Background: an optimization exercise with open tools, aiming at small area, a short achievable clock period and few clock cycles per item. Do not read the settings as production practice.
RTL that was checked went through simulation tests only; none was proved equivalent to the original.
For runs 4 to 8, only the layout was checked, not whether the RTL still works.
Power is estimated from default activity; no workload was simulated.

$ cat standard.sh
#!/bin/bash
# synth_recipe.tcl (not shown) runs the flow's synth.tcl, then flattens the netlist and writes it again
# the make line also repeats each setting of config.mk as NAME=value (left out here)
make -C /OpenROAD-flow-scripts/flow DESIGN_CONFIG=/design/flow/config.mk WORK_HOME=/design/flow/orfs CLKGATE_MAP_FILE= SYNTH_SCRIPT=/design/flow/synth_recipe.tcl "${@:-finish}"
$ cat constraint.sdc
create_clock -name core_clock -period 5.0 [get_ports {clk}]
set_input_delay 1.0000 -clock core_clock [delete_from_list [all_inputs] [get_ports {clk}]]
set_output_delay 1.0000 -clock core_clock [all_outputs]
set_load 0.01 [all_outputs]
$ cat flow/run.sh
#!/bin/bash
# The standard layout, with the ports buffered by buf_2 cells.
set -euo pipefail
bash standard.sh "BUFFER_PORTS_ARGS=-buffer_cell sky130_fd_sc_hd__buf_2" finish > standard_flow.log 2>&1
$ cat design.v
module div(
    input                               clk,
    input                               resetn,
    input                               signed_div_i,
    input   [31:0]                   operand1_i,
    input   [31:0]                   operand2_i,
    input                               start_i,
    input                               annul_i,
    output  reg[63:0]          result_o,
    output  reg                         ready_o
);
localparam S_IDLE = 3'd0;
localparam S_NEG  = 3'd1;
localparam S_NORM = 3'd2;
localparam S_ITER = 3'd3;
localparam S_DONE = 3'd4;
reg [2:0]  state;
reg [32:0] rem;
reg [32:0] dsr;       
reg [31:0] quo;
reg [4:0]  cnt;
reg [4:0]  lz_a;      
reg [4:0]  lz_b;      
reg        sa;        
reg        sub;       
reg        neg_q;     
wire sa_in = signed_div_i & operand1_i[31];
wire sb_in = signed_div_i & operand2_i[31];
wire b_zero = ~|operand2_i;
wire [32:0] a_ext = {sa_in, operand1_i};
wire [32:0] b_ext = {sb_in, operand2_i};
wire neg_first = sa_in & ~sb_in;      
genvar k, i;
function [4:0] lzc32;
    input [31:0] v;
    input        s;
    reg [7:0] nz;
    reg [7:0] oh;
    reg [3:0] nb;
    reg [2:0] hi;
    integer n;
    begin
        for (n = 0; n < 8; n = n + 1)
            nz[n] = s ? ~&v[4*n +: 4] : |v[4*n +: 4];
        for (n = 0; n < 8; n = n + 1)
            oh[n] = nz[n] & ~|(nz >> (n + 1));
        nb = 4'd0;
        hi = 3'd0;
        for (n = 0; n < 8; n = n + 1) begin
            nb = nb | ({4{oh[n]}} & v[4*n +: 4]);
            hi = hi | ({3{oh[n]}} & (3'd7 - n[2:0]));
        end
        nb = nb ^ {4{s}};
        lzc32 = {hi, ~nb[3] & ~nb[2], ~nb[3] & (nb[2] | ~nb[1])};
    end
endfunction
wire [31:0] wa = sa_in ? {~operand1_i[30:0], 1'b1} : operand1_i;
wire [31:0] wb = {operand2_i[31:1], ~sb_in};
wire [7:0] nz_a, nz_b, nz_b_above;
generate
    for (k = 0; k < 8; k = k + 1) begin : nib
        assign nz_a[k] = |operand1_i[4*k+3:4*k];
        assign nz_b[k] = sb_in ? ~&wb[4*k+3:4*k] : |wb[4*k+3:4*k];
        if (k == 7) begin : top
            assign nz_b_above[k] = 1'b0;
        end else begin : below
            assign nz_b_above[k] = |nz_b[7:k+1];
        end
    end
endgenerate
wire small_in = ~sa_in & ~|(nz_a & ~nz_b_above);
wire [4:0] sg = lz_b & ~lz_a;
wire [4:0] sp = lz_b | ~lz_a;
wire [4:0] sc;      
assign sc[0] = 1'b1;
assign sc[1] = sg[0] | sp[0];
assign sc[2] = sg[1] | sp[1] & (sg[0] | sp[0]);
assign sc[3] = sg[2] | sp[2] & sg[1] | sp[2] & sp[1] & (sg[0] | sp[0]);
assign sc[4] = sg[3] | sp[3] & sg[2] | sp[3] & sp[2] & sg[1]
             | sp[3] & sp[2] & sp[1] & (sg[0] | sp[0]);
wire [4:0] first = (lz_b ^ sc) ^ ~lz_a;
wire [33:0] x = {rem[32], rem};
wire [33:0] y = {dsr[32], dsr};
wire [33:0] g0 = x & y;
wire [33:0] p0 = x | y;
wire [33:0] gg [0:6];
wire [33:0] pp [0:6];
assign gg[0] = g0;
assign pp[0] = p0;
generate
    for (k = 0; k < 6; k = k + 1) begin : ks
        for (i = 0; i < 34; i = i + 1) begin : kb
            if (i >= (1 << k)) begin : comb
                assign gg[k+1][i] = gg[k][i] | (pp[k][i] & gg[k][i - (1 << k)]);
                assign pp[k+1][i] = pp[k][i] & pp[k][i - (1 << k)];
            end else begin : pass
                assign gg[k+1][i] = gg[k][i];
                assign pp[k+1][i] = pp[k][i];
            end
        end
    end
endgenerate
wire [33:0] gt = gg[6];
wire [33:0] pt = pp[6];
wire [33:0] carry = {gt[32:0] | (pt[32:0] & {33{sub}}), sub};
wire [33:0] sum = (x ^ carry) ^ y;
wire neg_le = (x[33] ^ gt[32]) ^ y[33];
wire take = sa ? neg_le : ~sum[33];
always @(*) begin
    result_o = {rem[31:0], quo};
    ready_o  = (state == S_DONE);
end
always @(posedge clk) begin
    lz_a  <= lzc32(wa, 1'b0);
    lz_b  <= lzc32(wb, sb_in);
    sa    <= sa_in;
    sub   <= sa_in | ~sb_in;
    neg_q <= sa_in ^ sb_in;
    case (state)
        S_IDLE:  dsr <= b_ext ^ {33{sa_in | ~sb_in}};
        S_NEG:   dsr <= ~sum[32:0];     
        S_NORM:  dsr <= (dsr << first) | ~({33{1'b1}} << first) & {33{sub}};
        default: dsr <= {dsr[32], dsr[32:1]};
    endcase
    if (state == S_NORM) cnt <= first;
    else                 cnt <= cnt - 5'd1;
    case (state)
        S_IDLE:  quo <= 32'd0;
        S_NEG:   quo <= 32'd0;
        S_NORM:  quo <= {32{neg_q & take}};
        default: quo <= {quo[30:0], take ^ neg_q};
    endcase
    case (state)
        S_IDLE:  rem <= (b_zero | neg_first) ? 33'd0 : a_ext;
        S_NEG:   rem <= a_ext;
        S_NORM:  if (take & neg_q) rem <= sum[32:0];
        S_ITER:  if (take) rem <= sum[32:0];
        default: ;
    endcase
    if (resetn == 1'b0) begin
        state <= S_IDLE;
    end else begin
        case (state)
            S_IDLE: begin
                if (start_i && !annul_i) begin
                    if (b_zero | small_in) state <= S_DONE;
                    else if (neg_first)    state <= S_NEG;
                    else                   state <= S_NORM;
                end
            end
            S_NEG:  state <= annul_i ? S_IDLE : S_NORM;
            S_NORM: begin
                if (annul_i)    state <= S_IDLE;
                else if (!take) state <= S_DONE;     
                else            state <= S_ITER;
            end
            S_ITER: begin
                if (annul_i)           state <= S_IDLE;
                else if (cnt == 5'd0)  state <= S_DONE;
            end
            default: state <= S_IDLE;
        endcase
    end
end
endmodule
$ cat config.mk
export PLATFORM = sky130hd
export DESIGN_NAME = div
export DESIGN_NICKNAME = div
export VERILOG_FILES = /design/flow/design.v
export SDC_FILE = /design/flow/constraint.sdc
export NUM_CORES = 8
export LEC_CHECK = 0
export CAP_MARGIN = 20
export CORE_MARGIN = 2
export CORE_UTILIZATION = 40
export SETUP_SLACK_MARGIN = 1.6
export SLEW_MARGIN = 20
==> flow_summary.json, run 1 <==
{
  "fin_nets": 1509,
  "cellPowerDensity_nw_per_um2": 566.3,
  "muxShareOfSynthArea": 0.05376,
  "row_count": 58,
  "syn_inst": 1339,
  "avgSynthCellArea_um2": 7.596,
  "htree_num_levels": 4,
  "die_w_um": 163.5,
  "worstMarginPinSlew_ns": 0.9366,
  "switchingPower_mw": 3.267,
  "holdBufCountCts": 0,
  "maxCapViolCount": 0,
  "p_clk_frac": 0.178,
  "pin_count": 134,
  "drcViolationCount": 0,
  "synth_cell_types": 79,
  "critical_path.startpoint": "rem[15]",
  "routed_wl_um": 39990,
  "cts_tree": "built",
  "first_pass_iters": 8,
  "setup_viol": 0,
  "slew-limit-headroom": 0.3728,
  "period_needed_ns": 3.393,
  "track_usage": 0.2901,
  "yosys.area_share.simple": 0.1822,
  "skew_ns": 0.01836,
  "period_share": 0.6785,
  "hp-class": "flip-flop to flip-flop",
  "n_antenna_cell": 0,
  "drive_gt1_frac": 0.2540,
  "core_area_um2": 25110,
  "gr-total-overflow": 0,
  "crit_arrival_ns": 3.59,
  "start_util": 0.4051,
  "clk_pin_slew_worst_paths_ns": 0.07,
  "cp_cell_sequence": "o22ai_1 -> nor4_2 -> nand3_2 -> or3_4 -> a221oi_4 -> a2111oi_4 -> o31ai_2 -> maj3_2 -> xnor2_2 -> a22o_1",
  "cp_top_family": "compound AO/OA/AOI/OAI gates",
  "rsz0062_at_grt": "yes",
  "grt_pass1_vias": 9857,
  "synth_area_um2": 10170,
  "p_int_mw": 3.694,
  "synth_edf_count": 34,
  "crit_slowest_cell": "or3_4",
  "cts_sinks": 119,
  "critPathLaunchType": "flip-flop",
  "synth_seq_cells": 119,
  "p_comb_frac": 0.576,
  "vias": 10950,
  "crit_fanout": 8,
  "worstHoldStart": "quo[1]",
  "grt_pass1_wl_um": 58510,
  "dp_hpwl_um": 29470,
  "synthArstFlopShare": 0,
  "power.share.sequential": 0.246,
  "cts_buffer_depth": 2,
  "synthAdderAreaFrac": 0.03469,
  "r2r_slack_ns": 1.61,
  "wl_per_cell_um": 22.53,
  "gp_congestion": 0.9905,
  "yosysWarnings": 1,
  "hold_ws_ns": 0.4326,
  "area_growth_syn_to_layout_pct": 20.86,
  "status": "complete, no violations",
  "cts_made_buffers": 17,
  "cts-root-buf": "clkbuf_16",
  "synth_ff_type": "dfxtp_1",
  "die_area_um2": 26720,
  "hold_viol_final": 0,
  "max_freq_mhz": 294.8,
  "critical-path-max-stage-delay_ns": 0.51,
  "io_buffers": 133,
  "grt_antenna_before_repair": 0,
  "die_h_um": 163.5,
  "p_leak_nw": 4.939,
  "crit_type": "flip-flop to flip-flop",
  "synthesis.nets": 1416,
  "grt_start_max_net_pins": 42,
  "drtIter0Drc": 1386,
  "r2r-start": "rem[15]",
  "ant_nets": 0,
  "synth_xor_xnor_area_share": 0.09374,
  "end_kind": "flip-flop",
  "path_buf_inv": 0,
  "synth_seq_area_share": 0.2677,
  "drv_slew": 0,
  "synth-compound-area-share": 0.2842,
  "required_ns": 5.20,
  "via_per_inst": 6.171,
  "switching_share": 0.4693,
  "synth_top_family_by_area": "compound AO/OA/AOI/OAI gates",
  "clk_latency_ns": 0.44,
  "tns_ns": 0,
  "ir_drop_uv": 230.3
}
==> metal layers <==
layer / vias up / routed length (um) / GRT usage
met3: 110 / 3644 / 0.07974
met2: 531 / 17830 / 0.4496
li1: 5053 / - / -
met4: 0 / 1758 / 0.1232
met1: 5259 / 16760 / 0.3793
met5: - / 0 / 0
==> tightest hold or removal path, delay by kind of cell (launching register included) <==
family | cells | cell delay [ns]
DFF | 1 | 0.31
and+or+nand+nor | 2 | 0.09
==> Yosys cell counts (18+ instances only) <==
cell      instances  area share
o21ai_0          88       0.043
a21oi_1          99       0.049
buf_2            22       0.011
a31oi_1          24       0.015
mux2i_1          31       0.031
a222oi_1         19       0.019
o211ai_1         22       0.016
clkbuf_1         77       0.028
edfxtp_1         34        0.10
nand2_1         199       0.073
nand3_1          18      0.0089
nor3_1           19      0.0093
nor2_1          112       0.041
o221ai_1         18       0.015
inv_1            41       0.015
a211oi_1         18       0.013
xnor2_1          92       0.079
dfxtp_1          85        0.17
a22o_1           30       0.026
nor4_1           18       0.011
buf_4            32       0.024
==> worst paths after layout <==
check                 end  depth (start not counted)
setup / recovery  rem[32]                         10
setup reg to reg  rem[32]                         10
hold / removal     quo[2]                          2
hold reg to reg    quo[2]                          2
==> placed cells by master (no fill, tap or decap), types with 17 or more instances in the layout <==
| master | instances |
|---|---|
| edfxtp_1 | 34 |
| o21ai_0 | 84 |
| a22o_1 | 30 |
| nand3_1 | 17 |
| a222oi_1 | 19 |
| buf_2 | 134 |
| o211ai_1 | 22 |
| xnor2_1 | 87 |
| a31oi_1 | 18 |
| inv_1 | 39 |
| o221ai_1 | 18 |
| clkbuf_16 | 20 |
| nand2_1 | 195 |
| dfxtp_2 | 18 |
| buf_4 | 69 |
| a211oi_1 | 18 |
| mux2i_1 | 30 |
| dfxtp_1 | 66 |
| a21oi_1 | 93 |
| nor2_1 | 105 |
==> power by group through the flow <==
| stage | Combinational, mW | Sequential, mW | Clock, mW |
|---|---|---|---|
| 2_1_floorplan | 2.74 | 1.45 | 0 |
| 3_3_place_gp | 3.37 | 1.71 | 0 |
| 3_5_place_dp | 3.36 | 1.72 | 0 |
| 4_1_cts | 3.61 | 1.70 | 1.26 |
| 5_1_grt | 4.30 | 1.76 | 1.29 |
| 6_report | 4.01 | 1.71 | 1.24 |
==> per-stage QoR <==
step           power, mW  setup WS [ns]  area, um^2    util  instances
2_1_floorplan      4.189          1.603       10200       -       1339
3_3_place_gp       5.072          1.041       10820  0.4311       1683
3_5_place_dp       5.087          1.020       10820  0.4311       1683
4_1_cts            6.562          1.596       11750  0.4679       1739
5_1_grt            7.354          1.495       12290  0.4896       1775
6_report           6.961          1.607       12290  0.4896       1775
==> sequential cells by signal (all words and copies together), names as in the netlist <==
register,cells
cnt,5
dsr,33
lz_a,5
lz_b,5
neg_q,1
quo,32
rem,33
sa,1
state,3
sub,1
==> cell type report <==
cell class	instances	area, um^2
Clock buffer	20	479.2
Clock inverter	12	105.1
Fill cell	2536	12820
Inverter	43	168.9
Multi-Input combinational cell	1035	6990
Sequential cell	119	2749
Tap cell	330	412.9
Timing Repair Buffer	215	1380
Timing Repair inverter	1	7.507
==> kinds of logic (layout without fill, tap and decap cells) <==
logic type,count (synthesis),after routing
flops,119,119
buf+inv,185,291
mux,45,45
compound gates,425,425
fa+ha+maj,31,31
xor+xnor,108,108
simple gates,426,426
==> timing repair <==
| action | 4_1_cts | 5_1_grt |
|---|---|---|
| endpoints found under the hold margin | 0 | 0 |
| cloned | 2 | 1 |
| pin swaps | 16 | 37 |
| endpoints found under the setup margin | 60 | 104 |
| resized for setup | 29 | 68 |
| setup buffers | 22 | 35 |
Testbench counts, summed over its fixed seeds: cycles 72,428, divisions 8,000.
==> run 2: changes to the inputs <==
--- a/config.mk
+++ b/config.mk
@@ -10,3 +10,4 @@
 export CORE_UTILIZATION = 40
-export SETUP_SLACK_MARGIN = 1.6
+export CTS_BUF_LIST = sky130_fd_sc_hd__clkbuf_4 sky130_fd_sc_hd__clkbuf_8
+export SETUP_SLACK_MARGIN = 1.2
 export SLEW_MARGIN = 20
==> run 2 against run 1 <==
Against the previous run: final cell count shrank 3.0%; count of clock-buffer cells in the layout shrank 2; non-clock buffer count shrank 52; wire length shrank 0.30%; register-to-register slack lost 0.30 ns; synthesized cell count is the same; still clean; first-iteration DRC count shrank 9.7%.
==> flow_summary.json, run 2 <==
{
  "gr-total-overflow": 0,
  "clk_pin_slew_worst_paths_ns": 0.08,
  "critPathLaunchType": "flip-flop",
  "avgSynthCellArea_um2": 7.596,
  "grt_pass1_wl_um": 59210,
  "drtIter0Drc": 1251,
  "gp_congestion": 0.9726,
  "wl_per_cell_um": 23.16,
  "synth_area_um2": 10170,
  "cts-root-buf": "clkbuf_8",
  "io_buffers": 133,
  "clk_latency_ns": 0.47,
  "fin_nets": 1456,
  "p_leak_nw": 4.564,
  "max_freq_mhz": 270.6,
  "track_usage": 0.2942,
  "ir_drop_uv": 221.8,
  "dp_hpwl_um": 29960,
  "cts_tree": "built",
  "hp-class": "flip-flop to flip-flop",
  "maxCapViolCount": 0,
  "crit_type": "flip-flop to flip-flop",
  "period_share": 0.7392,
  "required_ns": 5.17,
  "pin_count": 134,
  "synth_seq_area_share": 0.2677,
  "synth_seq_cells": 119,
  "setup_viol": 0,
  "cellPowerDensity_nw_per_um2": 553.7,
  "yosysWarnings": 1,
  "first_pass_iters": 9,
  "synthesis.nets": 1416,
  "status": "complete, no violations",
  "worstMarginPinSlew_ns": 1.074,
  "grt_start_max_net_pins": 41,
  "crit_arrival_ns": 3.87,
  "n_antenna_cell": 0,
  "synth_edf_count": 34,
  "synth_cell_types": 79,
  "synth_common_cells": "nand2_1, nor2_1, a21oi_1, xnor2_1, o21ai_0",
  "drv_slew": 0,
  "syn_inst": 1339,
  "crit_fanout": 16,
  "pre_cts_ws_ns": 0.8786,
  "row_count": 58,
  "synth_top_cell_by_area": "dfxtp_1",
  "drcViolationCount": 0,
  "skew_ns": 0.01517,
  "rsz0062_at_grt": "no",
  "period_needed_ns": 3.696,
  "synthArstFlopShare": 0,
  "die_area_um2": 26720,
  "cts_made_buffers": 17,
  "die_w_um": 163.5,
  "worst_slack_ns": 1.304,
  "holdBufCountCts": 0,
  "drive_gt1_frac": 0.1853,
  "area_growth_syn_to_layout_pct": 11.92,
  "final_common_cell": "nand2_1",
  "vias": 10680,
  "core_area_um2": 25110,
  "grt_antenna_before_repair": 0,
  "cts_sinks": 119,
  "hold_viol_final": 0,
  "die_h_um": 163.5,
  "layout_common_cells": "nand2_1, buf_2, nor2_1, a21oi_1, xnor2_1",
  "grt_pass1_vias": 9810,
  "synth_area_leaders": "dfxtp_1, edfxtp_1, xnor2_1",
  "tns_ns": 0,
  "ant_nets": 0,
  "routed_wl_um": 39880,
  "synth_ff_type": "dfxtp_1",
  "htree_num_levels": 4,
  "reg_top3": "dsr: 33 flops, rem: 33 flops, quo: 32 flops",
  "yosysMostFrequentCell": "nand2_1",
  "end_kind": "flip-flop",
  "cts_buffer_depth": 2,
  "via_per_inst": 6.202,
  "hold_ws_ns": 0.4343,
  "start_util": 0.4051,
  "yosys.area.top_type_share": 0.1673,
  "slew-limit-headroom": 0.2834
}
run 2: cell counts after synthesis:
No cell type changed its count.
run 2: what timing repair did:
item | in CTS | in global routing
cloned | 0 | 1
pin swaps | 0 | 2
setup buffers | 0 | 6
endpoints found under the setup margin | 33 | 38
gates resized for setup | 4 | 11
run 2: logic make-up after synthesis:
logic type	Yosys count	synth area share
AO/OA/AOI/OAI	425	0.2842
XOR/XNOR	108	0.09374
adder cells (fa/ha/maj)	31	0.03469
buffers and inverters	185	0.08378
flip-flops	119	0.2677
multiplexers	45	0.05376
AND/OR/NAND/NOR	426	0.1822
run 2: stage by stage:
step / cell area, um^2 / util / power, mW / instances
finish: 11380 / 0.4534 / 6.303 / 1722
global route: 11380 / 0.4534 / 6.683 / 1722
CTS: 11280 / 0.4493 / 6.165 / 1715
detailed placement: 10800 / 0.4299 / 5.057 / 1683
global placement: 10800 / 0.4299 / 5.036 / 1683
floorplan: 10180 / - / 4.168 / 1339
run 2: power by group:
part,switching [mW],total (mW),internal (mW)
clock,0.464,1.08,0.613
sequential,0.457,1.72,1.27
combinational,2.11,3.50,1.39
run 2: metal layers:
layer	vias up	global-route usage	wire [um]
li1	4941	-	-
met1	5092	0.3911	16540
met2	562	0.4313	17020
met3	84	0.1097	4974
met4	0	0.1140	1346
met5	-	0	0
run 2: path summary, 6_finish.rpt:
path / cells past startpoint / slack, ns / from / to
setup / recovery: 12 / 1.30 / dsr[23] / rem[28]
hold / removal: 2 / 0.43 / quo[2] / quo[3]
setup reg to reg: 12 / 1.30 / dsr[23] / rem[28]
hold reg to reg: 2 / 0.43 / quo[2] / quo[3]
run 2: final cells by class:
cell class / count / area [um^2]
fill: 2579 / 13730
multi-input combinational: 1035 / 6693
sequential: 119 / 2730
timing repair buffer: 163 / 920.9
tap: 330 / 412.9
clock buffer: 18 / 247.7
clock inverter: 14 / 217.7
inverter: 43 / 161.4
run 2: critical path, stage by stage, from the launching register on:
cell	delay, ns
dfxtp_1	0.51
nor2_1	0.16
nor4_4	0.44
nand3_1	0.28
nor4_1	0.50
nand3_1	0.13
nand3_1	0.11
nor3_1	0.06
nor3_2	0.30
xnor2_2	0.21
o21ai_1	0.17
a21oi_4	0.26
clkbuf_16	0.25
==> run 3: changes to the inputs <==
--- a/config.mk
+++ b/config.mk
@@ -10,3 +10,2 @@
 export CORE_UTILIZATION = 40
-export CTS_BUF_LIST = sky130_fd_sc_hd__clkbuf_4 sky130_fd_sc_hd__clkbuf_8
 export SETUP_SLACK_MARGIN = 1.2
==> run 3 against run 2 <==
Against the previous run: still clean; power increased by 3.9%; maximum frequency rose by 2.3%; via count rose by 0.14%; critical endpoint is now rem[14].
==> flow_summary.json, run 3 <==
{
  "status": "complete, no violations",
  "crit_type": "flip-flop to flip-flop",
  "switching_share": 0.4696,
  "fin_util": 0.4593,
  "gp_congestion": 0.9726,
  "p_leak_nw": 4.626,
  "tns_ns": 0,
  "slew-limit-headroom": 0.3032,
  "dp_hpwl_um": 29960,
  "layout_common_cells": "nand2_1, buf_2, nor2_1, a21oi_1, xnor2_1",
  "track_usage": 0.2945,
  "cts_sinks": 119,
  "start_util": 0.4051,
  "crit_slowest_cell": "edfxtp_1",
  "drtIter0Drc": 1177,
  "clk_pin_slew_worst_paths_ns": 0.06,
  "avgSynthCellArea_um2": 7.596,
  "drcViolationCount": 0,
  "cellPowerDensity_nw_per_um2": 567.7,
  "hold_viol_final": 0,
  "die_w_um": 163.5,
  "area_growth_syn_to_layout_pct": 13.40,
  "routed_wl_um": 39720,
  "via_per_inst": 6.225,
  "cp_top_family": "compound AO/OA/AOI/OAI gates",
  "switchingPower_mw": 3.075,
  "synth_seq_area_share": 0.2677,
  "maxCapViolCount": 0,
  "p_clk_frac": 0.203,
  "core_area_um2": 25110,
  "r2r-start": "rem[9]",
  "worstHoldStart": "quo[2]",
  "die_h_um": 163.5,
  "max_freq_mhz": 276.8,
  "critical-path-max-stage-delay_ns": 0.47,
  "n_antenna_cell": 0,
  "rsz0062_at_grt": "no",
  "p_comb_frac": 0.533,
  "synth_area_um2": 10170,
  "fin_nets": 1452,
  "cp_num_cells": 12,
  "skew_ns": 0.01445,
  "hp-class": "flip-flop to flip-flop",
  "synthesis.nets": 1416,
  "worstMarginPinSlew_ns": 1.044,
  "synth-compound-area-share": 0.2842,
  "top_layer_used": "met4",
  "clk_latency_ns": 0.44,
  "reg2reg_depth": 12,
  "synthAdderAreaFrac": 0.03469,
  "holdBufCountCts": 0,
  "grt_antenna_before_repair": 0,
  "end_kind": "flip-flop",
  "required_ns": 5.14,
  "synth_seq_cells": 119,
  "first_pass_iters": 6,
  "hold_depth": 2,
  "wl_per_cell_um": 23.12,
  "critical_path.startpoint": "rem[9]",
  "setup_viol": 0,
  "vias": 10690,
  "grt_pass1_vias": 9804,
  "ant_nets": 0,
  "path_buf_inv": 1,
  "synth_common_cells": "nand2_1, nor2_1, a21oi_1, xnor2_1, o21ai_0",
  "grt_start_max_net_pins": 41,
  "synth_cell_types": 79,
  "yosys.area.top_type_share": 0.1673,
  "synthArstFlopShare": 0,
  "yosys.area_share.simple": 0.1822,
  "cp_cell_sequence": "and2_1 -> maj3_1 -> a21o_1 -> o211a_1 -> o31ai_1 -> a311oi_2 -> o31a_1 -> nor3_4 -> xnor2_2 -> o21ai_1 -> a21oi_4 -> clkbuf_16",
  "synth_xor_xnor_area_share": 0.09374,
  "wl_met1_um": 16260,
  "syn_inst": 1339,
  "cts_buffer_depth": 2,
  "period_needed_ns": 3.613,
  "htree_num_levels": 4,
  "reg_top3": "dsr: 33 flops, rem: 33 flops, quo: 32 flops",
  "yosysMostFrequentCell": "nand2_1",
  "p_int_mw": 3.473,
  "fin_area_um2": 11530,
  "synth_area_leaders": "dfxtp_1, edfxtp_1, xnor2_1",
  "drive_gt1_frac": 0.1816,
  "grt_pass1_wl_um": 59220,
  "die_area_um2": 26720,
  "drv_slew": 0,
  "cts-root-buf": "clkbuf_16",
  "yosysWarnings": 1,
  "crit_fanout": 16,
  "period_share": 0.7226,
  "cts_tree": "built",
  "io_buffers": 133,
  "gr-total-overflow": 0,
  "postPlaceCellArea_um2": 10800,
  "synth_ff_type": "dfxtp_1",
  "pin_count": 134,
  "met3WireLength_um": 5182,
  "power.share.sequential": 0.264,
  "met2WireLength_um": 16760,
  "final_common_cell": "nand2_1",
  "ir_drop_uv": 223.0,
  "row_count": 58,
  "muxShareOfSynthArea": 0.05376,
  "synth_top_cell_by_area": "dfxtp_1",
  "cts_made_buffers": 17,
  "synth_edf_count": 34,
  "synth_top_family_by_area": "compound AO/OA/AOI/OAI gates",
  "critPathLaunchType": "flip-flop",
  "crit_arrival_ns": 3.75
}
-- run 3: cell counts after synthesis --
Identical to the previous run, type by type.
-- run 3: layer usage --
metal | global-route usage | vias up
met1 | 0.3879 | 5107
met4 | 0.1156 | 0
met5 | 0 | -
met3 | 0.1163 | 88
li1 | - | 4922
met2 | 0.4306 | 577
-- run 3: logic make-up (layout without fill, tap and decap cells) --
group	Yosys count	count (layout)
buf+inv	185	234
mux	45	45
flops	119	119
fa+ha+maj	31	31
simple gates	426	426
compound gates	425	425
xor+xnor	108	108
-- run 3: final timing paths --
path | end | slack [ns]
max | rem[14] | 1.39
min | quo[3] | 0.43
max reg2reg | rem[14] | 1.39
min reg2reg | quo[3] | 0.43
-- run 3: through the flow --
| step | hold slack [ns] | cells | setup slack (ns) | power, mW |
|---|---|---|---|---|
| after floorplan | 0.4666 | 1339 | 1.427 | 4.168 |
| after global placement | 0.4224 | 1683 | 1.024 | 5.036 |
| after detailed placement | 0.4284 | 1683 | 0.8786 | 5.057 |
| after CTS | 0.4348 | 1715 | 1.242 | 6.420 |
| after global routing | 0.4471 | 1718 | 1.204 | 6.934 |
| final | 0.4319 | 1718 | 1.387 | 6.548 |
-- run 3: worst register-to-register path: stages, from the launching register on --
cell,delay (ns)
edfxtp_1,0.47
and2_1,0.20
maj3_1,0.36
a21o_1,0.20
o211a_1,0.12
o31ai_1,0.23
a311oi_2,0.22
o31a_1,0.38
nor3_4,0.25
xnor2_2,0.19
o21ai_1,0.16
a21oi_4,0.26
clkbuf_16,0.25
-- run 3: what timing repair did --
| action | 4_1_cts | 5_1_grt |
|---|---|---|
| cloned | 0 | 1 |
| pin swaps | 0 | 2 |
| endpoints found under the setup margin | 33 | 38 |
| buffers inserted | 0 | 2 |
| resized for setup | 5 | 9 |
-- run 3: final cells by class --
cell class	count	area, um^2
multi-input combinational	1035	6705
clock buffer	22	539.3
fill	2557	13580
tap	330	412.9
inverter	43	161.4
timing repair buffer	159	890.9
clock inverter	10	97.59
sequential	119	2726
-- run 3: power by group through the flow --
| stage | sequential, mW | combinational (mW) | clock, mW |
|---|---|---|---|
| finish | 1.73 | 3.49 | 1.33 |
| floorplan | 1.45 | 2.72 | 0 |
| CTS | 1.71 | 3.36 | 1.35 |
| detailed placement | 1.73 | 3.33 | 0 |
| global route | 1.77 | 3.78 | 1.38 |
| global placement | 1.71 | 3.33 | 0 |
==> run 4: changes to the inputs <==
--- a/design.v
+++ b/design.v
@@ -61,3 +61,3 @@
     for (k = 0; k < 8; k = k + 1) begin : nib
-        assign nz_a[k] = |operand1_i[4*k+3:4*k];
+        assign nz_a[k] = |wa[4*k+3:4*k];
         assign nz_b[k] = sb_in ? ~&wb[4*k+3:4*k] : |wb[4*k+3:4*k];
@@ -70,3 +70,3 @@
 endgenerate
-wire small_in = ~sa_in & ~|(nz_a & ~nz_b_above);
+wire small_in = ~|(nz_a & ~nz_b_above);
 wire [4:0] sg = lz_b & ~lz_a;
@@ -145,4 +145,5 @@
                 if (start_i && !annul_i) begin
-                    if (b_zero | small_in) state <= S_DONE;
-                    else if (neg_first)    state <= S_NEG;
+                    if (b_zero)         state <= S_DONE;
+                    else if (neg_first) state <= S_NEG;
+                    else if (small_in)  state <= S_DONE;
                     else                   state <= S_NORM;
@@ -150,3 +151,7 @@
             end
-            S_NEG:  state <= annul_i ? S_IDLE : S_NORM;
+            S_NEG: begin
+                if (annul_i)       state <= S_IDLE;
+                else if (small_in) state <= S_DONE;     
+                else               state <= S_NORM;
+            end
             S_NORM: begin
==> run 4 against run 3 <==
Against the previous run: still clean; sequential power fell by 7%; combinational power fell by 6.3%; sequential share of layout area fell by 0.17 points; first-iteration DRC count rose by 4.6%; register-to-register slack barely moved; clock skew barely moved; count of clock-buffer cells in the layout fell by 5; critical path depth fell by 1; clock power fell by 6%; highest routed layer unchanged.
==> flow_summary.json, run 4 <==
{
  "hold_viol_final": 0,
  "critical_path.startpoint": "rem[13]",
  "rsz0062_at_grt": "no",
  "yosysWarnings": 1,
  "tns_ns": 0,
  "core_area_um2": 25180,
  "reg2reg_to": "rem[19]",
  "skew_ns": 0.01404,
  "ir_drop_uv": 212.1,
  "worstMarginPinSlew_ns": 0.9319,
  "final_common_cell": "nand2_1",
  "synth_seq_area_share": 0.2654,
  "synth-compound-area-share": 0.2763,
  "pin_count": 134,
  "vias": 10790,
  "row_count": 58,
  "cts-root-buf": "clkbuf_16",
  "clk_latency_ns": 0.44,
  "drv_slew": 0,
  "grt_pass1_wl_um": 59420,
  "crit_arrival_ns": 3.75,
  "drtIter0Drc": 1231,
  "drive_gt1_frac": 0.1820,
  "syn_inst": 1342,
  "critPathLaunchType": "flip-flop",
  "cts_sinks": 119,
  "synth_ff_type": "dfxtp_1",
  "crit_type": "flip-flop to flip-flop",
  "worstSetupEndpoint": "rem[19]",
  "routed_wl_um": 39650,
  "n_antenna_cell": 0,
  "synth_top_family_by_area": "compound AO/OA/AOI/OAI gates",
  "r2r-start": "rem[13]",
  "track_usage": 0.2927,
  "use_met2": 0.4542,
  "layout_common_cells": "nand2_1, buf_2, nor2_1, a21oi_1, xnor2_1",
  "synthesis.nets": 1419,
  "die_area_um2": 26950,
  "holdBufCountCts": 0,
  "grt_pass1_vias": 9756,
  "muxShareOfSynthArea": 0.06305,
  "cellPowerDensity_nw_per_um2": 527.2,
  "max_freq_mhz": 277.6,
  "num-fill-cells": 2588,
  "first_pass_iters": 9,
  "die_w_um": 164.2,
  "yosys.area.top_type_share": 0.1659,
  "cts_buffer_depth": 2,
  "period_needed_ns": 3.603,
  "avgSynthCellArea_um2": 7.645,
  "maxCapViolCount": 0,
  "htree_num_levels": 4,
  "r2r_slack_ns": 1.40,
  "crit_slowest_cell": "edfxtp_1",
  "synthAdderAreaFrac": 0.03256,
  "area_growth_syn_to_layout_pct": 13.33,
  "synth_common_cells": "nand2_1, nor2_1, a21oi_1, xnor2_1, dfxtp_1",
  "synth_seq_cells": 119,
  "ant_nets": 0,
  "met1_usage": 0.4138,
  "cp_num_cells": 11,
  "hp-class": "flip-flop to flip-flop",
  "synthArstFlopShare": 0,
  "status": "complete, no violations",
  "p_leak_nw": 4.685,
  "die_h_um": 164.2,
  "reg_top3": "dsr: 33 flops, rem: 33 flops, quo: 32 flops",
  "crit_path_frequent_cell": "o2111ai_1",
  "required_ns": 5.14,
  "cts_tree": "built",
  "slew-limit-headroom": 0.3788,
  "fin_nets": 1465,
  "synth_cell_types": 83,
  "grt_start_max_net_pins": 46,
  "cp_top_family": "compound AO/OA/AOI/OAI gates",
  "fin_util": 0.4617,
  "grt_busiest_layer": "met2",
  "crit_fanout": 16,
  "drcViolationCount": 0,
  "period_share": 0.7205,
  "grt_antenna_before_repair": 0,
  "reg2reg_depth": 11,
  "io_buffers": 133,
  "synth_edf_count": 34,
  "end_kind": "flip-flop",
  "gp_congestion": 1.029,
  "cp_cell_sequence": "o22ai_1 -> or2_1 -> nor3_2 -> o2111ai_1 -> o311a_1 -> o2111ai_1 -> mux2i_1 -> xor2_2 -> o21ai_1 -> a21oi_4 -> buf_12",
  "synth_area_um2": 10260,
  "clk_pin_slew_worst_paths_ns": 0.07,
  "synth_area_leaders": "dfxtp_1, edfxtp_1, xnor2_1",
  "gr-total-overflow": 0,
  "wl_per_cell_um": 22.91,
  "yosys.area_share.simple": 0.1924,
  "cts_made_buffers": 17,
  "dp_hpwl_um": 29970,
  "path_buf_inv": 1,
  "critical-path-max-stage-delay_ns": 0.49,
  "hold_depth": 2,
  "grt_use_met3": 0.05429,
  "setup_viol": 0,
  "yosysMostFrequentCell": "nand2_1",
  "via_per_inst": 6.234,
  "synth_top_cell_by_area": "dfxtp_1",
  "synth_xor_xnor_area_share": 0.09049,
  "start_util": 0.4074
}
-- run 4: worst min-delay path, cell delays in order, from the launching register on --
cell and delay (ns):
dfxtp_1 0.31, nand2_1 0.05, nand2_1 0.04
-- run 4: layout make-up --
class	instances	area [um^2]	area share
Sequential cell	119	2729	0.2347
Clock buffer	17	425.4	0.03659
Inverter	33	123.9	0.01065
Multi-Input combinational cell	1049	6822	0.5867
Timing Repair Buffer	168	965.9	0.08307
Tap cell	330	412.9	0.03551
Clock inverter	15	148.9	0.01281
-- run 4: logic make-up (layout without fill, tap and decap cells) --
kind of cell               Yosys count  count (layout)
muxes                               55              55
and+or+nand+nor                    435             435
buffers and inverters              174             233
DFF                                119             119
adders and majority gates           29              29
xor gates and xnor gates           106             106
AOI/OAI and AO/OA                  424             424
-- run 4: how the worst min path moves through the flow --
| stage | start | to | slack (ns) |
|---|---|---|---|
| finish | quo[29] | quo[30] | 0.44 |
| global route | quo[25] | quo[26] | 0.46 |
| CTS | quo[17] | quo[18] | 0.44 |
| detailed placement | quo[23] | quo[24] | 0.43 |
| global placement | quo[29] | quo[30] | 0.43 |
| floorplan | cnt[0] | cnt[0] | 0.44 |
-- run 4: per-layer routing --
metal,part of all wire,routed length (um)
met1,0.43,17050
met2,0.45,17950
met3,0.094,3740
met4,0.023,913
met5,0,0
-- run 4: power breakdown --
group          leakage, nW  switching [mW]  total, mW  internal [mW]
Sequential            1.07           0.385       1.61           1.23
Clock                0.281           0.580       1.25          0.668
Combinational         3.34            1.98       3.27           1.29
-- run 4: per-stage QoR --
stage	hold slack, ns	total power, mW	cells	setup slack [ns]	cell area, um^2
global route	0.4578	6.477	1731	1.211	11630
floorplan	0.4384	3.881	1342	1.267	10260
finish	0.4365	6.130	1731	1.397	11630
global placement	0.4294	4.740	1691	0.8054	10940
detailed placement	0.4302	4.742	1691	0.7056	10940
CTS	0.4390	6.016	1724	1.219	11540
-- run 4: timing repair --
item                                    CTS  global route
pin swaps                                 1             0
resized for setup                         1             9
endpoints found under the setup margin   33            38
setup buffers                             1             7
==> run 5: changes to the inputs <==
--- a/config.mk
+++ b/config.mk
@@ -9,3 +9,3 @@
 export CORE_MARGIN = 2
-export CORE_UTILIZATION = 40
+export CORE_UTILIZATION = 60
 export SETUP_SLACK_MARGIN = 1.2
==> run 5 against run 4 <==
Against the previous run: register-to-register slack worse by 0.11 ns; global-route usage increased by 12 points; maximum frequency is 3.1% lower; final cell count down 7.1%; final area shrank 2.1%; die area is 33% lower; via count up 0.81%; clock power is essentially flat; power fell by 1.3%; first-iteration DRC count up 19%; critical endpoint is now dsr[32]; largest power group unchanged; highest routed layer unchanged.
==> flow_summary.json, run 5 <==
{
  "wl_per_cell_um": 23.21,
  "synth_common_cells": "nand2_1, nor2_1, a21oi_1, xnor2_1, dfxtp_1",
  "n_antenna_cell": 0,
  "worstSetupEndpoint": "dsr[32]",
  "p_comb_frac": 0.524,
  "cp_cell_sequence": "o22ai_1 -> buf_4 -> nor4_1 -> a211oi_1 -> o211ai_1 -> nand4_1 -> a21oi_1 -> o2111ai_1 -> nand2_1 -> nor4b_1 -> or4_1",
  "end_kind": "flip-flop",
  "period_needed_ns": 3.716,
  "switching_share": 0.4762,
  "r2r-start": "rem[10]",
  "hp-class": "flip-flop to flip-flop",
  "yosys.area_share.simple": 0.1924,
  "row_count": 47,
  "fin_util": 0.6842,
  "critical-path-max-stage-delay_ns": 0.56,
  "period_share": 0.7433,
  "critical_path.startpoint": "rem[10]",
  "tns_ns": 0,
  "synthArstFlopShare": 0,
  "gr-total-overflow": 0,
  "synth_seq_cells": 119,
  "worst_slack_ns": 1.284,
  "ant_nets": 0,
  "yosysMostFrequentCell": "nand2_1",
  "synth_cell_types": 83,
  "grt_start_max_net_pins": 41,
  "maxCapViolCount": 0,
  "synth_top_family_by_area": "compound AO/OA/AOI/OAI gates",
  "synth_edf_count": 34,
  "multi_input_area_um2": 6832,
  "drv_slew": 0,
  "first_pass_iters": 7,
  "avgSynthCellArea_um2": 7.645,
  "reg2reg_to": "dsr[32]",
  "crit_slowest_cell": "edfxtp_1",
  "die_area_um2": 18160,
  "reg2reg_depth": 11,
  "p_int_mw": 3.171,
  "num-fill-cells": 1432,
  "synth_area_um2": 10260,
  "muxShareOfSynthArea": 0.06305,
  "p_clk_frac": 0.204,
  "die_h_um": 134.8,
  "die_w_um": 134.8,
  "synth_xor_xnor_area_share": 0.09049,
  "setup_viol": 0,
  "required_ns": 5.17,
  "slew-limit-headroom": 0.3054,
  "synth_area_leaders": "dfxtp_1, edfxtp_1, xnor2_1",
  "power.share.sequential": 0.272,
  "r2r_slack_ns": 1.28,
  "crit_fanout": 9,
  "worstHoldStart": "quo[28]",
  "regArea_um2": 2730,
  "cts_tree": "built",
  "start_util": 0.6165,
  "cellPowerDensity_nw_per_um2": 531.7,
  "grt_pass1_wl_um": 56910,
  "area_growth_syn_to_layout_pct": 10.98,
  "skew_ns": 0.01031,
  "status": "complete, no violations",
  "yosys.area.top_type_share": 0.1659,
  "switchingPower_mw": 2.883,
  "gp_congestion": 1.034,
  "htree_num_levels": 4,
  "cts-root-buf": "clkbuf_16",
  "pin_count": 134,
  "synthAdderAreaFrac": 0.03256,
  "worstMarginPinSlew_ns": 1.036,
  "critPathLaunchType": "flip-flop",
  "routed_wl_um": 37320,
  "pre_cts_ws_ns": 0.8811,
  "synthesis.nets": 1419,
  "dp_hpwl_um": 27820,
  "fin_nets": 1452,
  "p_leak_nw": 4.614,
  "cts_made_buffers": 17,
  "io_buffers": 133,
  "drtIter0Drc": 1463,
  "final_common_cell": "nand2_1",
  "clk_latency_ns": 0.44,
  "crit_arrival_ns": 3.88,
  "track_usage": 0.4111,
  "synth_ff_type": "dfxtp_1",
  "yosysWarnings": 1,
  "ir_drop_uv": 316.1,
  "synth_top_cell_by_area": "dfxtp_1",
  "grt_antenna_before_repair": 0,
  "vias": 10880,
  "clk_pin_slew_worst_paths_ns": 0.06,
  "synth-compound-area-share": 0.2763,
  "core_area_um2": 16640,
  "cts_sinks": 119,
  "crit_type": "flip-flop to flip-flop",
  "hold_viol_final": 0,
  "rsz0062_at_grt": "no",
  "max_freq_mhz": 269.1,
  "grt_pass1_vias": 9824,
  "cts_buffer_depth": 2,
  "drcViolationCount": 0,
  "syn_inst": 1342,
  "layout_common_cells": "nand2_1, buf_2, nor2_1, a21oi_1, xnor2_1",
  "drive_gt1_frac": 0.1758,
  "synth_seq_area_share": 0.2654,
  "via_per_inst": 6.765,
  "reg_top3": "dsr: 33 flops, rem: 33 flops, quo: 32 flops"
}
==> run 5: cell type report <==
class                           instances  share of cell area
Clock buffer                           17             0.03736
Clock inverter                         15             0.01374
Inverter                               33             0.01088
Multi-Input combinational cell       1049              0.6000
Sequential cell                       119              0.2398
Tap cell                              220             0.02418
Timing Repair Buffer                  155             0.07407
==> run 5: timing repair <==
action,in CTS,in global routing
endpoints found under the setup margin,51,81
endpoints found under the hold margin,0,0
buffers inserted,1,0
hold buffers,0,0
resized for setup,1,11
pin swaps,1,0
==> run 5: power by group through the flow <==
stage | sequential (mW) | clock [mW] | combinational [mW]
6_report | 1.64 | 1.24 | 3.17
5_1_grt | 1.68 | 1.28 | 3.42
4_1_cts | 1.62 | 1.24 | 3.07
3_5_place_dp | 1.64 | 0 | 3.03
3_3_place_gp | 1.62 | 0 | 3.02
2_1_floorplan | 1.38 | 0 | 2.50
==> run 5: routing by layer <==
layer  track usage  part of all wire
met3        0.1415              0.13
met1        0.5578              0.41
met5             0                 0
met4        0.1620             0.035
met2        0.6001              0.43
==> run 5: kinds of logic (layout without fill, tap and decap cells) <==
group,Yosys count,count (layout)
compound gates,424,424
xor+xnor,106,106
buf+inv,174,220
mux,55,55
simple gates,435,435
flops,119,119
fa+ha+maj,29,29
==> run 5: critical path, delay by kind of cell, from the launching register on <==
| kind | cells | cell delay [ns] |
|---|---|---|
| buffers and inverters | 1 | 0.22 |
| and+or+nand+nor | 5 | 1.15 |
| AOI/OAI and AO/OA | 5 | 1.53 |
| DFF | 1 | 0.56 |
==> run 5: worst min path at each step <==
stage	endpoint	slack, ns	cells past startpoint
after CTS	quo[29]	0.44	2
after floorplan	cnt[0]	0.44	1
after global routing	quo[4]	0.46	2
after detailed placement	quo[20]	0.43	2
after global placement	quo[16]	0.43	2
final	quo[29]	0.44	2
==> run 5: through the flow <==
| step | instance area [um^2] | power [mW] | hold WS, ns | instances |
|---|---|---|---|---|
| after floorplan | 10260 | 3.881 | 0.4384 | 1342 |
| after global placement | 10740 | 4.642 | 0.4264 | 1575 |
| after detailed placement | 10740 | 4.668 | 0.4304 | 1575 |
| after CTS | 11340 | 5.927 | 0.4403 | 1608 |
| after global routing | 11390 | 6.382 | 0.4606 | 1608 |
| final | 11390 | 6.054 | 0.4398 | 1608 |
==> run 6: changes to the inputs <==
--- a/design.v
+++ b/design.v
@@ -17,3 +17,3 @@
 reg [2:0]  state;
-reg [32:0] rem;
+reg [31:0] rem;       
 reg [32:0] dsr;       
@@ -24,4 +24,3 @@
 reg        sa;        
-reg        sub;       
-reg        neg_q;     
+reg        sb;        
 wire sa_in = signed_div_i & operand1_i[31];
@@ -29,3 +28,2 @@
 wire b_zero = ~|operand2_i;
-wire [32:0] a_ext = {sa_in, operand1_i};
 wire [32:0] b_ext = {sb_in, operand2_i};
@@ -81,3 +79,6 @@
 wire [4:0] first = (lz_b ^ sc) ^ ~lz_a;
-wire [33:0] x = {rem[32], rem};
+wire        sub = sa | ~sb;      
+wire        neg_q = sa ^ sb;     
+wire        rem_s = sa & rem[31];
+wire [33:0] x = {rem_s, rem_s, rem};
 wire [33:0] y = {dsr[32], dsr};
@@ -116,4 +117,3 @@
     sa    <= sa_in;
-    sub   <= sa_in | ~sb_in;
-    neg_q <= sa_in ^ sb_in;
+    sb    <= sb_in;
     case (state)
@@ -133,6 +133,6 @@
     case (state)
-        S_IDLE:  rem <= (b_zero | neg_first) ? 33'd0 : a_ext;
-        S_NEG:   rem <= a_ext;
-        S_NORM:  if (take & neg_q) rem <= sum[32:0];
-        S_ITER:  if (take) rem <= sum[32:0];
+        S_IDLE:  rem <= (b_zero | neg_first) ? 32'd0 : operand1_i;
+        S_NEG:   rem <= operand1_i;
+        S_NORM:  if (take & neg_q) rem <= sum[31:0];
+        S_ITER:  if (take) rem <= sum[31:0];
         default: ;
--- a/config.mk
+++ b/config.mk
@@ -9,3 +9,5 @@
 export CORE_MARGIN = 2
-export CORE_UTILIZATION = 60
+export CORE_UTILIZATION = 40
+export CTS_CLUSTER_DIAMETER = 150
+export CTS_CLUSTER_SIZE = 60
 export SETUP_SLACK_MARGIN = 1.2
==> run 6 against run 5 <==
Against the previous run: first-iteration DRC count is 17% lower; final area up 5.6%; still clean; via count increased by 2.3%; wire length rose by 13%.
==> flow_summary.json, run 6 <==
{
  "max_freq_mhz": 265.1,
  "reg_top3": "dsr: 33 flops, quo: 32 flops, rem: 32 flops",
  "synth_edf_count": 33,
  "synth_cell_types": 85,
  "status": "complete, no violations",
  "cts_sinks": 117,
  "first_pass_iters": 9,
  "fin_area_um2": 12020,
  "cts-root-buf": "clkbuf_16",
  "critPathLaunchType": "flip-flop",
  "grt_pass1_wl_um": 62450,
  "final_common_cell": "nand2_1",
  "ant_nets": 0,
  "gp_congestion": 1.039,
  "wl_per_cell_um": 23.85,
  "synth_ff_type": "dfxtp_1",
  "tns_ns": 0,
  "multi_input_area_um2": 7183,
  "drcViolationCount": 0,
  "required_ns": 5.18,
  "r2r_slack_ns": 1.23,
  "syn_inst": 1349,
  "fin_nets": 1502,
  "reg2reg_depth": 11,
  "worstSetupEndpoint": "dsr[32]",
  "die_h_um": 164.1,
  "grt_busiest_layer": "met2",
  "synth_seq_cells": 117,
  "layout_common_cells": "nand2_1, buf_2, nor2_1, a21oi_1, o21ai_0",
  "ir_drop_uv": 229.2,
  "synth_top_cell_by_area": "dfxtp_1",
  "use_met2": 0.4542,
  "r2r-start": "dsr[15]",
  "maxCapViolCount": 0,
  "htree_num_levels": 4,
  "regArea_um2": 2678,
  "skew_ns": 0.01344,
  "crit_type": "flip-flop to flip-flop",
  "end_kind": "flip-flop",
  "cts_tree": "built",
  "area_growth_syn_to_layout_pct": 17.23,
  "io_buffers": 133,
  "grt_start_max_net_pins": 58,
  "crit_fanout": 14,
  "setup_viol": 0,
  "avgSynthCellArea_um2": 7.603,
  "dp_hpwl_um": 31340,
  "core_area_um2": 25180,
  "cts_buffer_depth": 2,
  "regMostFlops": "dsr",
  "yosys.area.top_type_share": 0.1640,
  "synth_common_cells": "nand2_1, nor2_1, a21oi_1, o21ai_0, xnor2_1",
  "grt_pass1_vias": 10240,
  "largest_reg_flops": 33,
  "vias": 11130,
  "hold_viol_final": 0,
  "die_w_um": 164.1,
  "track_usage": 0.3114,
  "clk_pin_slew_worst_paths_ns": 0.06,
  "hp-class": "flip-flop to flip-flop",
  "yosysWarnings": 1,
  "n_antenna_cell": 0,
  "period_share": 0.7545,
  "total_power_mw": 6.786,
  "met1_usage": 0.4122,
  "synth_area_um2": 10260,
  "critical_path.startpoint": "dsr[15]",
  "period_needed_ns": 3.773,
  "cts_made_buffers": 17,
  "drtIter0Drc": 1218,
  "cellPowerDensity_nw_per_um2": 564.5,
  "via_per_inst": 6.289,
  "pin_count": 134,
  "gr-total-overflow": 0,
  "synthesis.nets": 1424,
  "postPlaceCellArea_um2": 11170,
  "synthArstFlopShare": 0,
  "routed_wl_um": 42220,
  "crit_arrival_ns": 3.95,
  "rsz0062_at_grt": "yes",
  "worstHoldStart": "quo[1]",
  "slew-limit-headroom": 0.3822,
  "drive_gt1_frac": 0.2021,
  "row_count": 58,
  "yosysMostFrequentCell": "nand2_1",
  "grt_antenna_before_repair": 1,
  "drv_slew": 0,
  "reg2reg_to": "dsr[32]",
  "num-fill-cells": 2498,
  "p_leak_nw": 4.723,
  "synth_seq_area_share": 0.2606,
  "synth_area_leaders": "dfxtp_1, edfxtp_1, xnor2_1",
  "grt_use_met3": 0.09773,
  "start_util": 0.4073,
  "worstMarginPinSlew_ns": 0.9254,
  "die_area_um2": 26940,
  "clk_latency_ns": 0.43
}
[run 6: routing by layer]
metal  up-vias  routed length, um
li1       5161                  -
met1      5294              17790
met2       581              17790
met3        95               4368
met4         0               2272
met5         -                  0
[run 6: worst max-delay path, stage by stage (launching register included)]
cell and delay (ns):
dfxtp_1 0.65, o22ai_1 0.17, nor2_1 0.37, a31oi_1 0.18, o21ai_1 0.58, a32oi_1 0.19, a21oi_2 0.33, o311ai_0 0.18
nand3b_1 0.21, o31ai_1 0.09, o22a_1 0.22, o32a_1 0.34
[run 6: layout make-up]
type / instances / share of cell area
flip-flops and latches: 117 / 0.2227
clock buffers: 20 / 0.04163
repair buffers: 174 / 0.08575
multi-input cells: 1087 / 0.5975
inverters: 30 / 0.009678
well taps: 330 / 0.03434
clock inverters: 12 / 0.008430
[run 6: through the flow]
stage               worst slack, ns  hold slack, ns  cells  utilization
finish                        1.227          0.4357   1770       0.4774
global route                  1.137          0.4450   1770       0.4774
CTS                           1.202          0.4325   1770       0.4747
floorplan                     1.352          0.4666   1349            -
global placement             0.8722          0.4252   1728       0.4435
detailed placement           0.7945          0.4284   1728       0.4435
[run 6: report_power, final]
group | total, mW | switching [mW] | internal [mW]
combinational | 3.77 | 2.25 | 1.52
clock | 1.27 | 0.533 | 0.739
sequential | 1.75 | 0.515 | 1.23
total | 6.79 | 3.30 | 3.49
[run 6: repair_timing]
action	CTS	global route
gates resized for setup	16	15
endpoints found under the setup margin	47	40
hold buffers	0	0
pin swaps	6	2
buffers inserted	10	0
[run 6: kinds of logic (layout without fill, tap and decap cells)]
group,count (synthesis),count (layout),share of synthesized area
AOI/OAI and AO/OA,457,457,0.2982
and+or+nand+nor,446,446,0.1951
buffers and inverters,145,236,0.05844
DFF,117,117,0.2606
xor gates and xnor gates,107,107,0.09138
muxes,54,54,0.07051
adders and majority gates,23,23,0.02586
[run 6: worst min-delay path by stage]
stage                    to  slack, ns  depth (start not counted)
global placement     quo[6]       0.43                          2
finish               quo[2]       0.44                          2
CTS                  quo[1]       0.43                          2
floorplan           quo[10]       0.47                          2
detailed placement  quo[14]       0.43                          2
global route         quo[6]       0.44                          2
==> run 7: changes to the inputs <==
--- a/config.mk
+++ b/config.mk
@@ -10,4 +10,2 @@
 export CORE_UTILIZATION = 40
-export CTS_CLUSTER_DIAMETER = 150
-export CTS_CLUSTER_SIZE = 60
 export SETUP_SLACK_MARGIN = 1.2
==> run 7 against run 6 <==
Against the previous run: maximum frequency unchanged; first-iteration DRC count unchanged; utilization unchanged; critical path depth unchanged; critical endpoint unchanged; largest cell class unchanged.
==> flow_summary.json, run 7 <==
{
  "layout_common_cells": "nand2_1, buf_2, nor2_1, a21oi_1, o21ai_0",
  "cts_made_buffers": 17,
  "setup_viol": 0,
  "drive_gt1_frac": 0.2021,
  "wl_per_cell_um": 23.85,
  "ir_drop_uv": 229.2,
  "yosys.area.top_type_share": 0.1640,
  "synth_cell_types": 85,
  "grt_pass1_vias": 10240,
  "max_freq_mhz": 265.1,
  "area_growth_syn_to_layout_pct": 17.23,
  "reg_top3": "dsr: 33 flops, quo: 32 flops, rem: 32 flops",
  "die_w_um": 164.1,
  "cts-root-buf": "clkbuf_16",
  "drtIter0Drc": 1218,
  "switching_share": 0.4860,
  "vias": 11130,
  "grt_pass1_wl_um": 62450,
  "holdBufCountCts": 0,
  "synthArstFlopShare": 0,
  "maxCapViolCount": 0,
  "yosysMostFrequentCell": "nand2_1",
  "synth_ff_type": "dfxtp_1",
  "avgSynthCellArea_um2": 7.603,
  "gr-total-overflow": 0,
  "tns_ns": 0,
  "track_usage": 0.3114,
  "clk_pin_slew_worst_paths_ns": 0.06,
  "n_antenna_cell": 0,
  "critPathLaunchType": "flip-flop",
  "regMostFlops": "dsr",
  "p_clk_frac": 0.188,
  "synth_common_cells": "nand2_1, nor2_1, a21oi_1, o21ai_0, xnor2_1",
  "crit_type": "flip-flop to flip-flop",
  "hold_viol_final": 0,
  "power.share.sequential": 0.257,
  "cts_sinks": 117,
  "period_needed_ns": 3.773,
  "ant_nets": 0,
  "end_kind": "flip-flop",
  "p_int_mw": 3.488,
  "die_area_um2": 26940,
  "synth_top_cell_by_area": "dfxtp_1",
  "synth_area_leaders": "dfxtp_1, edfxtp_1, xnor2_1",
  "largest_reg_flops": 33,
  "synth_seq_cells": 117,
  "drcViolationCount": 0,
  "via_per_inst": 6.289,
  "io_buffers": 133,
  "die_h_um": 164.1,
  "slew-limit-headroom": 0.3822,
  "drv_slew": 0,
  "dp_hpwl_um": 31340,
  "final_common_cell": "nand2_1",
  "start_util": 0.4073,
  "status": "complete, no violations",
  "hold_ws_ns": 0.4357,
  "crit_arrival_ns": 3.95,
  "fin_nets": 1502,
  "skew_ns": 0.01344,
  "row_count": 58,
  "grt_start_max_net_pins": 58,
  "clk_latency_ns": 0.43,
  "grt_antenna_before_repair": 1,
  "cellPowerDensity_nw_per_um2": 564.5,
  "syn_inst": 1349,
  "p_comb_frac": 0.555,
  "cts_tree": "built",
  "routed_wl_um": 42220,
  "pin_count": 134,
  "cts_buffer_depth": 2,
  "first_pass_iters": 9,
  "period_share": 0.7545,
  "synthesis.nets": 1424,
  "synth_edf_count": 33,
  "synth_area_um2": 10260,
  "rsz0062_at_grt": "yes",
  "yosysWarnings": 1,
  "switchingPower_mw": 3.298,
  "p_leak_nw": 4.723,
  "synth_seq_area_share": 0.2606,
  "required_ns": 5.18,
  "hp-class": "flip-flop to flip-flop",
  "worstMarginPinSlew_ns": 0.9254,
  "gp_congestion": 1.039,
  "crit_fanout": 14,
  "htree_num_levels": 4,
  "core_area_um2": 25180
}
-- run 7: logic make-up after synthesis --
family                   after synthesis  synth area share
multiplexers                          54           0.07051
XOR/XNOR                             107           0.09138
buffers and inverters                145           0.05844
flip-flops                           117            0.2606
AO/OA/AOI/OAI                        457            0.2982
AND/OR/NAND/NOR                      446            0.1951
adder cells (fa/ha/maj)               23           0.02586
-- run 7: critical path, cell delays in order, from the launching register on --
cell,delay [ns]
dfxtp_1,0.65
o22ai_1,0.17
nor2_1,0.37
a31oi_1,0.18
o21ai_1,0.58
a32oi_1,0.19
a21oi_2,0.33
o311ai_0,0.18
nand3b_1,0.21
o31ai_1,0.09
o22a_1,0.22
o32a_1,0.34
-- run 7: timing repair --
action                                  4_1_cts  5_1_grt
endpoints found under the setup margin       47       40
gates resized for setup                      16       15
setup buffers                                10        0
pin swaps                                     6        2
-- run 7: path summary, 6_finish.rpt --
kind / start / to / slack, ns / cells after the start
worst max-delay path: dsr[15] / dsr[32] / 1.23 / 11
worst min-delay path: quo[1] / quo[2] / 0.44 / 2
worst max register to register: dsr[15] / dsr[32] / 1.23 / 11
worst min register to register: quo[1] / quo[2] / 0.44 / 2
-- run 7: metal layers --
layer  track usage  vias to the layer above  share of wire
met4        0.1579                        0          0.054
met2        0.4542                      581           0.42
met1        0.4122                     5294           0.42
met3       0.09773                       95           0.10
met5             0                        -              0
li1              -                     5161              -
-- run 7: power by group through the flow --
stage / clock network [mW] / registers (mW) / logic, mW
CTS: 1.29 / 1.72 / 3.65
global placement: 0 / 1.73 / 3.48
floorplan: 0 / 1.45 / 2.67
global route: 1.33 / 1.78 / 4.04
finish: 1.27 / 1.75 / 3.77
detailed placement: 0 / 1.74 / 3.48
-- run 7: stage by stage --
step | utilization | power, mW | cell area, um^2 | cells | setup slack [ns]
floorplan | - | 4.119 | 10260 | 1349 | 1.352
global placement | 0.4435 | 5.210 | 11170 | 1728 | 0.8722
detailed placement | 0.4435 | 5.215 | 11170 | 1728 | 0.7945
CTS | 0.4747 | 6.656 | 11950 | 1770 | 1.202
global route | 0.4774 | 7.158 | 12020 | 1770 | 1.137
finish | 0.4774 | 6.786 | 12020 | 1770 | 1.227
-- run 7: area by class of cell --
| class | instances | area (um^2) |
|---|---|---|
| flip-flops and latches | 117 | 2678 |
| clock inverters | 12 | 101.3 |
| multi-input cells | 1087 | 7183 |
| repair buffers | 174 | 1031 |
| inverters | 30 | 116.4 |
| clock buffers | 20 | 500.5 |
| well taps | 330 | 412.9 |
| fillers | 2498 | 13160 |
==> run 8: changes to the inputs <==
--- a/design.v
+++ b/design.v
@@ -109,2 +109,9 @@
 wire take = sa ? neg_le : ~sum[33];
+wire [32:0] sh [0:5];
+assign sh[0] = dsr;
+generate
+    for (k = 0; k < 5; k = k + 1) begin : shs
+        assign sh[k+1] = first[k] ? {sh[k][32 - (1 << k):0], {(1 << k){sub}}} : sh[k];
+    end
+endgenerate
 always @(*) begin
@@ -121,3 +128,3 @@
         S_NEG:   dsr <= ~sum[32:0];     
-        S_NORM:  dsr <= (dsr << first) | ~({33{1'b1}} << first) & {33{sub}};
+        S_NORM:  dsr <= sh[5];
         default: dsr <= {dsr[32], dsr[32:1]};
==> run 8 against run 7 <==
Against the previous run: clock skew is 0.00072 ns higher; sequential cell count stayed put; largest power group unchanged; via count is 9.1% lower; final area is 5.2% lower; register-to-register slack better by 0.11 ns; utilization is 0.72 points lower; area after synthesis is 3.9% lower; first-iteration DRC count is 24% lower; power is 3.3% lower; die area is 3.8% lower; sequential power is 3% higher; wire length is 11% lower.
==> flow_summary.json, run 8 <==
{
  "status": "complete, no violations",
  "holdBufCountCts": 0,
  "clk_latency_ns": 0.43,
  "htree_num_levels": 4,
  "dp_hpwl_um": 28370,
  "routed_wl_um": 37370,
  "track_usage": 0.2868,
  "period_share": 0.7335,
  "fin_nets": 1378,
  "regMostFlops": "dsr",
  "start_util": 0.4064,
  "drtIter0Drc": 925,
  "io_buffers": 133,
  "ant_nets": 0,
  "die_h_um": 161.0,
  "grt_start_max_net_pins": 44,
  "die_area_um2": 25910,
  "synthArstFlopShare": 0,
  "final_common_cell": "buf_2",
  "hold_viol_final": 0,
  "critical-path-max-stage-delay_ns": 0.47,
  "yosysWarnings": 1,
  "largest_reg_flops": 33,
  "vias": 10120,
  "row_count": 57,
  "reg_top3": "dsr: 33 flops, quo: 32 flops, rem: 32 flops",
  "area_growth_syn_to_layout_pct": 15.72,
  "via_per_inst": 6.161,
  "r2r_slack_ns": 1.33,
  "drcViolationCount": 0,
  "crit_fanout": 8,
  "grt_pass1_wl_um": 56690,
  "wl_per_cell_um": 22.76,
  "setup_viol": 0,
  "slew-limit-headroom": 0.3346,
  "crit_type": "flip-flop to flip-flop",
  "ir_drop_uv": 194.0,
  "yosys.area.top_type_share": 0.1686,
  "rsz0062_at_grt": "no",
  "cts_tree": "built",
  "crit_slowest_cell": "o41ai_2",
  "gp_congestion": 0.9640,
  "end_kind": "flip-flop",
  "cp_top_family": "compound AO/OA/AOI/OAI gates",
  "pre_cts_ws_ns": 1.075,
  "avgSynthCellArea_um2": 8.025,
  "cts_buffer_depth": 2,
  "die_w_um": 161.0,
  "total_power_mw": 6.561,
  "synthesis.nets": 1303,
  "crit_arrival_ns": 3.85,
  "synth_area_leaders": "dfxtp_1, edfxtp_1, xnor2_1",
  "fin_util": 0.4703,
  "postPlaceCellArea_um2": 10770,
  "pin_count": 134,
  "yosysMostFrequentCell": "nand2_1",
  "cts_sinks": 117,
  "p_leak_nw": 4.685,
  "maxCapViolCount": 0,
  "synth_top_cell_by_area": "dfxtp_1",
  "synth_seq_area_share": 0.2722,
  "synth_area_um2": 9854,
  "cp_cell_sequence": "inv_1 -> ha_1 -> nor2b_1 -> o211ai_1 -> a21o_1 -> o2bb2ai_1 -> a211oi_2 -> o41ai_2 -> buf_4 -> o211a_2 -> nor3_2 -> or3_1 -> a32o_1",
  "cellPowerDensity_nw_per_um2": 575.4,
  "grt_antenna_before_repair": 2,
  "fin_area_um2": 11400,
  "dpl.cell_count": 1605,
  "synth_common_cells": "nand2_1, nor2_1, o21ai_0, clkbuf_1, xnor2_1",
  "synth_ff_type": "dfxtp_1",
  "first_pass_iters": 5,
  "path_buf_inv": 2,
  "max_freq_mhz": 272.7,
  "required_ns": 5.18,
  "core_area_um2": 24250,
  "tns_ns": 0,
  "worstMarginPinSlew_ns": 0.9981,
  "cts_made_buffers": 17,
  "hp-class": "flip-flop to flip-flop",
  "drive_gt1_frac": 0.1884,
  "layout_common_cells": "buf_2, nand2_1, nor2_1, o21ai_0, xnor2_1",
  "cts-root-buf": "clkbuf_16",
  "layout.cells.non_filler": 1642,
  "gr-total-overflow": 0,
  "syn_inst": 1228,
  "drv_slew": 0,
  "grt_pass1_vias": 9374,
  "worst_slack_ns": 1.332,
  "hold_ws_ns": 0.4410,
  "clk_pin_slew_worst_paths_ns": 0.06,
  "synth_seq_cells": 117,
  "period_needed_ns": 3.668,
  "skew_ns": 0.01417,
  "synth_edf_count": 34,
  "critPathLaunchType": "flip-flop",
  "synth_cell_types": 80
}
[run 8: changes by cell type in the layout (fill, tap and decap cells not counted), sizes merged, moves of 6 or more]
cell | previous run | this run
mux4 | 14 | 23
a222oi | 21 | 4
a221oi | 9 | 18
o21ai | 121 | 99
a22oi | 5 | 14
nand2b | 9 | 15
maj3 | 17 | 23
nand2 | 194 | 117
o311ai | 10 | 2
a21o | 4 | 37
buf | 174 | 160
or2 | 14 | 7
a21oi | 107 | 72
[run 8: area by class of cell]
type / instances / area, um^2
Fill cell: 2428 / 12840
Multi-Input combinational cell: 973 / 6743
Sequential cell: 117 / 2685
Timing Repair Buffer: 160 / 895.9
Clock buffer: 19 / 442.9
Tap cell: 324 / 405.4
Inverter: 34 / 127.6
Clock inverter: 13 / 98.84
Antenna cell: 2 / 5.005
[run 8: worst reg2reg max path, stage by stage, from the launching register on]
cell	delay, ns
dfxtp_2	0.40
inv_1	0.08
ha_1	0.27
nor2b_1	0.16
o211ai_1	0.19
a21o_1	0.21
o2bb2ai_1	0.25
a211oi_2	0.20
o41ai_2	0.47
buf_4	0.21
o211a_2	0.24
nor3_2	0.10
or3_1	0.38
a32o_1	0.25
[run 8: power by group]
group / internal (mW) / switching (mW) / total, mW
Combinational: 1.50 / 2.11 / 3.61
Clock: 0.652 / 0.494 / 1.15
Sequential: 1.28 / 0.528 / 1.80
Total: 3.43 / 3.13 / 6.56
[run 8: worst paths after layout]
check | from | endpoint | cells after the start
max reg2reg | sa | rem[29] | 13
min | quo[11] | quo[12] | 1
min reg2reg | quo[11] | quo[12] | 1
max | sa | rem[29] | 13
[run 8: routing by layer]
layer  GRT usage  vias up  part of all wire
li1            -     4734                 -
met1      0.4040     4796              0.44
met2      0.4249      515              0.43
met3     0.06637       71             0.094
met4      0.1128        0             0.035
met5           0        -                 0
[run 8: cells by family after synthesis]
kind of cell | Yosys count | synth area share
buffers and inverters | 138 | 0.05472
AND/OR/NAND/NOR | 363 | 0.1722
AO/OA/AOI/OAI | 413 | 0.2801
multiplexers | 63 | 0.09472
XOR/XNOR | 105 | 0.09332
flip-flops | 117 | 0.2722
adder cells (fa/ha/maj) | 29 | 0.03276
[run 8: what timing repair did]
item                       in CTS  in global routing
setup endpoints to repair      33                 71
pin swaps                       0                  1
resized for setup               3                  9
buffers inserted                0                  3

static timing again, ports no longer ideal:
How much do the figures lean on ideal ports? The routed layouts below were timed once more, with nothing changed but the port constraints.
Step 1 sets driving cells, clkbuf_16 on the clock port and buf_2 on the other inputs (assumed; they add their load-dependent delay and slew).
Step 2 adds t to the input delays and takes it off the output delays; t is the mean of the earliest and latest rising clock arrival at the registers after step 1. Input paths then give back, and output paths get back, about the clock's delay inside the block.
Slacks: no drivers / after step 1 / after step 2; pairs: no drivers / after step 1.
run	t (ns)	slack for setup (ns)	worst register clock-pin slew, ns
run 1	0.478	1.607 / 1.607 / 1.338	0.07 / 0.07
run 2	0.506	1.304 / 1.304 / 0.931	0.09 / 0.09
run 3	0.476	1.387 / 1.387 / 0.964	0.06 / 0.06
run 4	0.484	1.397 / 1.397 / 1.076	0.08 / 0.08
run 5	0.479	1.284 / 1.284 / 1.171	0.06 / 0.06
run 6	0.478	1.227 / 1.227 / 1.187	0.07 / 0.07
run 7	0.478	1.227 / 1.227 / 1.187	0.07 / 0.07
run 8	0.477	1.332 / 1.332 / 1.103	0.07 / 0.07
After both steps setup and hold are still met in every run listed. The setup slack of run 3, which loses most, moves by 0.000 ns with the drivers and by -0.423 ns with both steps.
